From an optimization exercise on the open Yosys and OpenROAD flow, aimed at small area, a short achievable clock period and few clock cycles per item; shortcuts taken in it are not production practice. Only simulation tests tie the RTL to the original design; equivalence was not proved. Power figures rest on the tool's default switching activity, not on a simulated workload.

// mult32x32
module mult32x32 (
    input logic clk,             
    input logic reset,           
    input logic start,           
    input logic [31:0] a,        
    input logic [31:0] b,        
    output logic busy,           
    output logic [63:0] product  
);
Settings: LEC_CHECK=0, CAP_MARGIN=20, CORE_MARGIN=2, CORE_UTILIZATION=40, SLEW_MARGIN=20, SYNTH_HIERARCHICAL=1, SYNTH_MINIMUM_KEEP_SIZE=0; clock period 12.0 ns.
standard.sh (not shown) runs the stock make flow with config.mk's settings and CLKGATE_MAP_FILE= SYNTH_SCRIPT=/design/flow/synth_recipe.tcl, a recipe that flattens the netlist after the stock synthesis.
==> flow/flow/run.sh <==
#!/bin/bash
# Standard ORFS layout, with a plain buffer on each port and a tighter
# setup target for repair_timing.
set -euo pipefail
export BUFFER_PORTS_ARGS="-buffer_cell sky130_fd_sc_hd__buf_2"
export SETUP_SLACK_MARGIN=5.5
bash standard.sh > standard.log 2>&1
The first run completed without violations.
Testbench counts at the start, summed over its fixed seeds: cycles 3,200, items 3,200.
Then changed:
==> flow/run.sh (new file) <==
#!/bin/bash
# synth_recipe.tcl (not shown) runs the flow's synth.tcl, then flattens the netlist and writes it again
# the make line also repeats each setting of config.mk as NAME=value (left out here)
make -C /OpenROAD-flow-scripts/flow DESIGN_CONFIG=/design/flow/config.mk WORK_HOME=/design/flow/orfs CLKGATE_MAP_FILE= SYNTH_SCRIPT=/design/flow/synth_recipe.tcl finish
- ABC_AREA: default -> 1
- SETUP_SLACK_MARGIN: default -> 5
removed: flow/flow/run.sh
removed: flow/standard.sh
Routed wire length increases by a few percent.
Setup slack is worse by 0.43 ns.
Clock-buffer cell count does not change.
Sequential share of layout area decreases by 0.73 points.
Final area increases by a few percent.
Non-clock buffer count decreases by 10.
Critical path depth decreases by 2.
Utilization decreases by 0.88 points.
Sequential power hardly moves.

Setup of run A:
Starting RTL as in the previous note.
Settings: LEC_CHECK=0, CAP_MARGIN=20, CORE_MARGIN=2, CORE_UTILIZATION=60, SLEW_MARGIN=20, SYNTH_HIERARCHICAL=1, SYNTH_MINIMUM_KEEP_SIZE=0; clock period 12.0 ns.
==> flow/flow/run.sh <==
#!/bin/bash
# Standard ORFS layout, with a plain buffer on each port and a tighter
# setup target for repair_timing.
set -euo pipefail
export BUFFER_PORTS_ARGS="-buffer_cell sky130_fd_sc_hd__buf_2"
export SETUP_SLACK_MARGIN=5
bash standard.sh > standard.log 2>&1
The final layout from run A, which completed every stage, passed the timing, design-rule and antenna checks at the end of the flow.
Testbench counts of run A, summed over its fixed seeds: cycles 3,200, items 3,200.
Modified inputs, run B compared to run A
- SETUP_SLACK_MARGIN: unset -> 5
- CORE_UTILIZATION: 60 -> 40
==> flow/run.sh (new file) <==
#!/bin/bash
# synth_recipe.tcl (not shown) runs the flow's synth.tcl, then flattens the netlist and writes it again
# the make line also repeats each setting of config.mk as NAME=value (left out here)
make -C /OpenROAD-flow-scripts/flow DESIGN_CONFIG=/design/flow/config.mk WORK_HOME=/design/flow/orfs CLKGATE_MAP_FILE= SYNTH_SCRIPT=/design/flow/synth_recipe.tcl finish
removed: flow/flow/run.sh
removed: flow/standard.sh
- Run B completed every stage of the flow, and the final layout passed the timing, design-rule and antenna checks.
- Re multi-input logic cell count: no difference whatsoever between run B and run A.
- Side by side, placer congestion estimate turned out lower in run B than in run A.
- Diff run A -> run B: largest stage delay on the critical path dropped 0.02 ns, met2 track demand over resource in global routing dropped 14 points, cell count along the critical path dropped 2, power share of the clock group climbed 0.2 points, setup total negative slack barely changed.
- Run comparison: run B highest layer used for signal routing met5; run A highest layer used for signal routing met4
- Run B: worst setup slack after placement is 0.13 ns lower than what run A reported.
diff inputs: run B => run C
- SETUP_SLACK_MARGIN no longer set, was 5
==> flow/flow/run.sh (new file) <==
#!/bin/bash
# Standard ORFS layout, with a plain buffer on each port and a tighter
# setup target for repair_timing.
set -euo pipefail
export BUFFER_PORTS_ARGS="-buffer_cell sky130_fd_sc_hd__buf_2"
export SETUP_SLACK_MARGIN=6.0
bash standard.sh > standard.log 2>&1
==> flow/standard.sh (new file) <==
#!/bin/bash
# synth_recipe.tcl (not shown) runs the flow's synth.tcl, then flattens the netlist and writes it again
# the make line also repeats each setting of config.mk as NAME=value (left out here)
make -C /OpenROAD-flow-scripts/flow DESIGN_CONFIG=/design/flow/config.mk WORK_HOME=/design/flow/orfs CLKGATE_MAP_FILE= SYNTH_SCRIPT=/design/flow/synth_recipe.tcl "${@:-finish}"
removed: flow/run.sh
Notes after the runs:
Looking at wire length of the first global-routing pass, run C sits 6000 um higher than run B does. Sort run B and run C by share of the clock period used by the worst path after layout, ascending, and run C comes first. The run with more routed wire is run C, not run B. Average detailed-routed wire length per instance: higher on run C. Non-clock buffer count up about 30% in run C wrt run B. [run C] initial antenna violation count rose 1 relative to run B. Between run C and run B, it is run C whose number of vias after detailed routing is higher, by 746. Compared with run B, run C has extra setup slack. Standard cell area after detailed placement delta (run B -> run C): insignificant. Between run B and run C, global-route track usage on met2 is higher for run C, run B comes in under that.
The inputs of run D differ from those of run C as listed below.
- putting CTS_CLUSTER_SIZE at 40 where nothing was set
- putting CTS_CLUSTER_DIAMETER at 100 where nothing was set
diff --git a/flow/flow/run.sh b/flow/flow/run.sh
--- a/flow/flow/run.sh
+++ b/flow/flow/run.sh
@@ -5,3 +5,3 @@
 export BUFFER_PORTS_ARGS="-buffer_cell sky130_fd_sc_hd__buf_2"
-export SETUP_SLACK_MARGIN=6.0
+export SETUP_SLACK_MARGIN=5.5
 bash standard.sh > standard.log 2>&1
--- outcome ---
From run D to run C, share of synthesized cell area in full adder, half adder and majority cells did not move at all. What run D reported for count of plain and timing-repair buffers in the layout has to be multiplied by 1.2 to get the figure for run C. Looking at total power, run D sits about 1.1% lower than run C does. Diff run D..run C | synthesized-area fraction occupied by and/or/nand/nor cells | unchanged. Run D vs run C — layout overhead on the synthesized area dropped 11 points. Changes observed in run D relative to run C: first-pass GRT wire length lower; overall track demand over capacity in global routing lower; clock slew at the register clock pins of the worst setup and hold paths roughly the same. In the metrics for run C and run D, the one carrying the higher global routing met2 resource utilization is run C. Re sequential share of layout area: run D is 1.1 points up on run C.

-- re-timing with driven ports --
In the flow no input, the clock included, has a driving cell. The finished layouts below were timed again as built, in two steps.
Step 1, drivers: a clkbuf_16 drives clk and a buf_2 each remaining input, both assumed.
Step 2 moves the port delays by t, midway between the first and last clock arrival at a register: inputs arrive t later, outputs are due t later. That takes back most of the time a late clock gives input paths.
Slacks: ideal / step 1 / step 2; pairs: ideal / step 1.
run | shift t [ns] | setup slack, ns | clock arrival spread, ns | worst slew at a driven data input, ns
the first run of note 1 | 0.497 | 5.529 / 5.555 / 5.058 | 0.020 / 0.020 | 0.05
the second run of note 1 | 0.521 | 5.102 / 5.147 / 4.626 | 0.013 / 0.014 | 0.04
run A | 0.490 | 5.004 / 5.045 / 4.555 | 0.017 / 0.016 | 0.05
run B | 0.496 | 5.073 / 5.095 / 4.599 | 0.017 / 0.017 | 0.06
run C | 0.514 | 5.897 / 5.896 / 5.383 | 0.017 / 0.017 | 0.09
run D | 0.497 | 5.529 / 5.555 / 5.058 | 0.020 / 0.020 | 0.05
After both steps every run listed still meets setup and hold. The setup slack of run C, which loses most, moves by -0.001 ns with the drivers and by -0.514 ns with both steps.
